This is an optimization exercise on Yosys and OpenROAD, whose aim is small area, a short achievable clock period and few clock cycles, not a production implementation. The RTL was checked by simulation tests, not by an equivalence proof against the original design.

==> flow/design.v (outline; a module is shown in full before it is edited, if it fits) <==
// module mac_pair: 202 lines
// module mac_sum: 343 lines
// module quant_tree: 409 lines
// module gemv_top: 369 lines
module gemv_top (
    input  logic        clk,
    input  logic        rst,
    input  logic        start,
    input  logic [9:0]  rows,
    input  logic [9:0]  cols,
    input  logic        x_tile_valid,
    input  logic [63:0] x_tile_in,
    output logic        x_tile_ready,
    input  logic        bias_tile_valid,
    input  logic [63:0] bias_tile_in,
    output logic        bias_tile_ready,
    input  logic        w_valid,
    input  logic [63:0] w_tile_row_in,
    output logic        w_ready,
    output logic        y_tile_valid,
    output logic [63:0] y_tile_out,
    output logic [9:0]  y_tile_idx,
    input  logic        y_tile_ready,
    output logic        tile_done,
    output logic        done
);
  // ...
==> flow/flow/run.sh <==
#!/bin/bash
# Layout flow: the standard layout (standard.sh, standard synthesis
# unchanged), with timing repair aimed at a tighter setup slack than the flow
# settings allow, gate sizing not limited to cells of the same footprint, and
# the port buffers made with buf_4. The make output goes to flow_standard.log;
# ORFS's own step logs stay under orfs/logs.
set -euo pipefail
bash standard.sh SETUP_SLACK_MARGIN=6.4 MATCH_CELL_FOOTPRINT=0 \
    "BUFFER_PORTS_ARGS=-buffer_cell sky130_fd_sc_hd__buf_4" finish > flow_standard.log 2>&1
==> flow/standard.sh <==
#!/bin/bash
# synth_recipe.tcl (not shown) runs the flow's synth.tcl, then flattens the netlist and writes it again
# the make line also repeats each setting of config.mk as NAME=value (left out here)
make -C /OpenROAD-flow-scripts/flow DESIGN_CONFIG=/design/flow/config.mk WORK_HOME=/design/flow/orfs CLKGATE_MAP_FILE= SYNTH_SCRIPT=/design/flow/synth_recipe.tcl "${@:-finish}"
==> flow/config.mk <==
export PLATFORM = sky130hd
export DESIGN_NAME = gemv_top
export DESIGN_NICKNAME = gemv_top
export VERILOG_FILES = /design/flow/design.v
export SDC_FILE = /design/flow/constraint.sdc
export NUM_CORES = 4
export LEC_CHECK = 0
export CAP_MARGIN = 20
export CORE_MARGIN = 2
export CORE_UTILIZATION = 40
export CTS_BUF_LIST = sky130_fd_sc_hd__clkbuf_8 sky130_fd_sc_hd__clkbuf_16
export CTS_CLUSTER_DIAMETER = 60
export CTS_CLUSTER_SIZE = 35
export SLEW_MARGIN = 20
==> flow/constraint.sdc <==
create_clock -name core_clock -period 10.0 [get_ports {clk}]
set_input_delay 2.0000 -clock core_clock [delete_from_list [all_inputs] [get_ports {clk}]]
set_output_delay 2.0000 -clock core_clock [all_outputs]
set_load 0.01 [all_outputs]
==> impl_results.md, run 1 <==
- Status: no timing/DRC/antenna violations
- Fillers: 27700
- Busiest grt layer: met2
- Clock Latency Late Sink: 930 ps
- Std-Cell Rows: 207
- Post-synthesis compound-gate area fraction: 0.0665
- CTS tree: done
- Most frequent cell after synthesis: edfxtp_1
- H-tree depth: 4
- Final Non-Filler Cells: 12900
- Clock transition at path regs: 120 ps
- DP Worst Slack: 5610 ps
- Min setup slack post-route: 6500 ps
- Netlist Area Pre-Place: 0.128 mm2
- Global router's overall resource usage: 0.156
- Dominant kind of cell: registers
- Initial antenna violation count: 19
- WL/cell: 19.8 um
- Commonest non-fill, non-tap cells in the layout: 1868 x edfxtp_1, 1429 x dfxtp_1, 596 x inv_1
- Length of routed met3 wiring: 12300 um
- Sink of the worst hold path: xr[1][9]$_DFF_P_
- Met3 usage: 0.0257
- Placed Cells incl. Taps: 12500
- Period utilization: 0.350
- Initial core utilization: 0.402
- Startpoint class of the critical path: flip-flop
- Unrepaired setup endpoints after global routing: yes
- Met1 usage: 0.212
- Sequential cell count: 3385
- DP Wirelength: 176000 um
- WHS Path Cells: 0
- Clock Path Buffers: 4
- Mapped Cells: 8383
- Cell area after layout: 0.143 mm2
- Buffers on Ports: 285
- GRT met2 Usage: 0.258
- Top sig layer: met5
- Synth Area in Adders: 0.0970
- Post-synth ARST share: 0.0174
- Mean Syn Cell Area: 15.2 um2
- Critical Path Max Stage Delay: 710 ps
Testbench counts, summed over its fixed seeds: cycles 10,859.
==> run 2: changes to the inputs <==
==> flow/flow/run.sh (replaced) <==
#!/bin/bash
# Layout flow: the standard layout (standard.sh, standard synthesis
# unchanged), with timing repair aimed at a tighter setup slack than the flow
# settings allow, gate sizing not limited to cells of the same footprint, and
# the port buffers made with buf_1 (upsized by the repair where needed). The make output goes to flow_standard.log;
# ORFS's own step logs stay under orfs/logs.
set -euo pipefail
bash standard.sh SETUP_SLACK_MARGIN=6.4 MATCH_CELL_FOOTPRINT=0 \
    "BUFFER_PORTS_ARGS=-buffer_cell sky130_fd_sc_hd__buf_1" finish > flow_standard.log 2>&1
--- a/flow/config.mk
+++ b/flow/config.mk
@@ -8,7 +8,7 @@
 export CAP_MARGIN = 20
 export CORE_MARGIN = 2
-export CORE_UTILIZATION = 40
+export CORE_UTILIZATION = 55
 export CTS_BUF_LIST = sky130_fd_sc_hd__clkbuf_8 sky130_fd_sc_hd__clkbuf_16
-export CTS_CLUSTER_DIAMETER = 60
-export CTS_CLUSTER_SIZE = 35
+export CTS_CLUSTER_DIAMETER = 55
+export CTS_CLUSTER_SIZE = 30
 export SLEW_MARGIN = 20
==> impl_results.md, run 2 <==
- Status: no timing/DRC/antenna violations (unchanged)
- CP Data Arrival Time: 1520 ps (was 4310 ps)
- Slew margin rel.: 0.231 (was 0.164)
- Nets: 9541 (was 9513)
- Most frequent cell after synthesis: edfxtp_1 (unchanged)
- Crit path capture type: output port (was flip-flop)
- Worst path slowest cell: dfrtp_2 (was dfxtp_1)
- Worst-path fanout max: 6 (was 10)
- Worst Tran Pin Value: 1150 ps (was 1250 ps)
- Max Fclk: 284 MHz (was 286 MHz)
- Iteration-0 DRC Markers: 5174 (was 5601)
- CTS tree: done (unchanged)
- Hold path start: xr[6][15]$_DFF_P_ (was xr[0][9]$_DFF_P_)
- Share of cells above drive strength 1: 0.114 (was 0.142)
- Register bit total from synthesis: 3385 (unchanged)
- Initial core utilization: 0.554 (was 0.402)
- Mean Syn Cell Area: 15.2 um2 (unchanged)
- Area of the multi-input gates: 0.0371 mm2 (about the same)
- Yosys warnings: 11 (unchanged)
- Total CTS buffers: 216 (was 208)
- Mapped Cells: 8383 (unchanged)
- IO Pins: 299 (unchanged)
- CTS root buffer: clkbuf_16 (unchanged)
- Final setup viols: 0 (unchanged)
- Std-Cell Rows: 176 (was 207)
- Antenna violation net count after detailed routing: 0 (unchanged)
- Cell area after layout: 0.140 mm2 (was 0.143 mm2)
- Global route overflow: 0 (unchanged)
- TNS Setup: 0 ps (unchanged)
- Die width: 486 um (was 569 um)
- Syn-to-layout area delta: 10.1% (was 11.8%)
- WL/cell: 21.5 um (was 19.8 um)
- Top cell type's share of synthesized area: 0.440 (unchanged)
- Final hold viol count: 0 (unchanged)
- Post-synth top flop: edfxtp_1 (unchanged)
- Startpoint class of the critical path: flip-flop (unchanged)
- DRC viols: 0 (unchanged)
- First-pass GRT wire length: 387000 um (was 394000 um)
- Total die area: 0.236 mm2 (was 0.323 mm2)
- Max-cap viol count: 0 (unchanged)
- Yosys top cell by area: edfxtp_1 (unchanged)
- RePlAce Congestion: 0.880 (was 0.865)
- Top cells by count, synth: 1868 x edfxtp_1, 1458 x dfxtp_1, 592 x inv_1 (unchanged)
- Post-synthesis sequential area ratio: 0.680 (unchanged)
- CP Class: flip-flop to output port (was flip-flop to flip-flop)
- Max reg flops: 1472 (unchanged)
- Placed inst area: 0.131 mm2 (was 0.134 mm2)
- Most common cell after layout, fill and taps aside: edfxtp_1 (unchanged)
- Crit path to: y_tile_valid (was pc[0][8]$_DFF_P_)
- Clock Path Buffers: 3 (was 4)
- Post-synth ARST share: 0.0174 (unchanged)
- Biggest regs: st (1472), xr (1024), we (96) (unchanged)
- Levels on crit path: 1 (was 10)
- Unrepaired setup endpoints after global routing: yes (unchanged)
- Core Box Area: 0.230 mm2 (was 0.318 mm2)
- Cell family with most CP delay: flip-flops (was adder cells)
- Distinct cells, synth: 88 (unchanged)
- Global router's overall resource usage: 0.213 (was 0.156)
- Vias in the first global route: 64000 (was 65100)
- Post-synth EDFFs: 1868 (unchanged)
- Final Util: 0.609 (was 0.449)
- Crit path from: yvld$_DFFE_PP0P_ (was xr[1][11]$_DFF_P_)
- DP Wirelength: 173000 um (was 176000 um)
- Worst Path Buf+Inv: 1 (was 3)
- Drt pass-1 iters: 9 (unchanged)
- Worst-path cell chain: buf_4 (was a22oi_1 > xnor2_1 > fa_1 > inv_1 > fa_1 > inv_1 > fa_1 > fa_1 > inv_1 > ha_1)
- Period utilization: 0.352 (was 0.350)
- Clock Latency Late Sink: 910 ps (was 930 ps)
- Reg-to-reg slack, setup: 6490 ps (was 6500 ps)
- H-tree depth: 4 (unchanged)
- Netlist Area Pre-Place: 0.128 mm2 (unchanged)
- Min cycle time layout: 3520 ps (was 3500 ps)
- Largest Register: st (unchanged)
- Skew final: 81.5 ps (was 66.9 ps)
- Worst R2R End: pc[0][8]$_DFF_P_ (unchanged)
- Clock transition at path regs: 100 ps (was 120 ps)
- Die height: 486 um (was 569 um)
- Vias per inst: 5.43 (was 4.97)
- Clk sinks: 3385 (unchanged)
- WL final: 255000 um (was 257000 um)
- Slew Limit Fails: 0 (unchanged)
- Main area contributors after synthesis: edfxtp_1 44%, dfxtp_1 23%, fa_1 6.7% (unchanged)
- Req. time, crit path: 8000 ps (was 10800 ps)
- Critical Path Max Stage Delay: 470 ps (was 710 ps)
- Initial antenna violation count: 25 (was 19)
- HP Class: flip-flop to flip-flop (unchanged)
- FF-to-FF path depth: 8 (was 10)
- Buffers on Ports: 285 (unchanged)
- Largest net degree at the start of global routing: 205 (unchanged)
- Fillers: 17600 (was 27700)
- Commonest non-fill, non-tap cells in the layout: 1868 x edfxtp_1, 1429 x dfxtp_1, 600 x inv_1 (was 1868 x edfxtp_1, 1429 x dfxtp_1, 596 x inv_1)
- RR Startpoint: xr[1][5]$_DFF_P_ (was xr[1][11]$_DFF_P_)
- Reg area: 0.0868 mm2 (about the same)
- Vias post-DR: 64200 (about the same)
## run 2: logic make-up after synthesis
logic type               count (synthesis)  synth area share
AND/OR/NAND/NOR                        883            0.0334
XOR/XNOR                               694            0.0477
flip-flops                            3385             0.680
adder cells (fa/ha/maj)                731            0.0970
AO/OA/AOI/OAI                         1180            0.0665
buffers and inverters                 1038            0.0311
other                                    1         0.0000294
multiplexers                           471            0.0441
## run 2: area by class of cell
cell class | count | area share
antenna | 14 | 0.000250
clock buffer | 224 | 0.0396
clock inverter | 189 | 0.0182
inverter | 610 | 0.0163
multi-input combinational | 3967 | 0.264
sequential | 3385 | 0.618
tap | 3026 | 0.0270
timing repair buffer | 411 | 0.0162
## run 2: what timing repair did
item / CTS / global route
setup buffers: 8 / 36
endpoints found under the setup margin: 86 / 93
hold buffers: 0 / 0
cloned: 0 / 5
pin swaps: 4 / 14
gates resized for setup: 33 / 51
## run 2: metrics by stage
stage	cells	hold slack [ps]	setup slack, ps
final	11800	273	6480
after global routing	11800	266	6340
after CTS	11800	263	6400
after detailed placement	11400	312	5580
after global placement	11400	310	5690
after floorplan	8389	310	-7790
## run 2: worst min path at each step
stage | to | slack (ps) | depth (start not counted)
final | xr[7][15]$_DFF_P_ | 270 | 0
after detailed placement | xr[12][40]$_DFF_P_ | 310 | 0
after global placement | xr[3][58]$_DFF_P_ | 310 | 0
after floorplan | b2[0]$_DFF_P_ | 310 | 0
after CTS | xr[7][15]$_DFF_P_ | 260 | 0
after global routing | xr[7][15]$_DFF_P_ | 270 | 0
## run 2: layer usage
metal	global-route usage	wire [um]	vias up
met5	0	174	-
met2	0.352	123000	1510
met4	0.0520	5790	24
met1	0.297	114000	32200
met3	0.0328	11900	399
li1	-	-	30100

[what the ideal ports hide]
The results above use ideal ports. As a check the final layouts listed here were re-extracted and re-timed, cells and wires unchanged. Step 1 sets driving cells, clkbuf_16 on the clock port and buf_2 on the other inputs (assumed; they add their load-dependent delay and slew). Step 2, shift: input delay + t, output delay - t, t = (earliest + latest rising clock arrival at the registers) / 2. This alone moves slack from input paths to output paths. Slacks: ideal / step 1 / step 2; pairs: ideal / step 1.
run | shift t [ns] | slack for setup (ns) | clock arrival spread, ns
run 1 | 0.999 | 6.498 / 6.395 / 6.276 | 0.090 / 0.090
run 2 | 0.955 | 6.485 / 6.393 / 6.203 | 0.084 / 0.084
After both steps setup and hold are still met in every run listed. The setup slack of run 2, which loses most, moves by -0.092 ns with the drivers and by -0.282 ns with both steps.
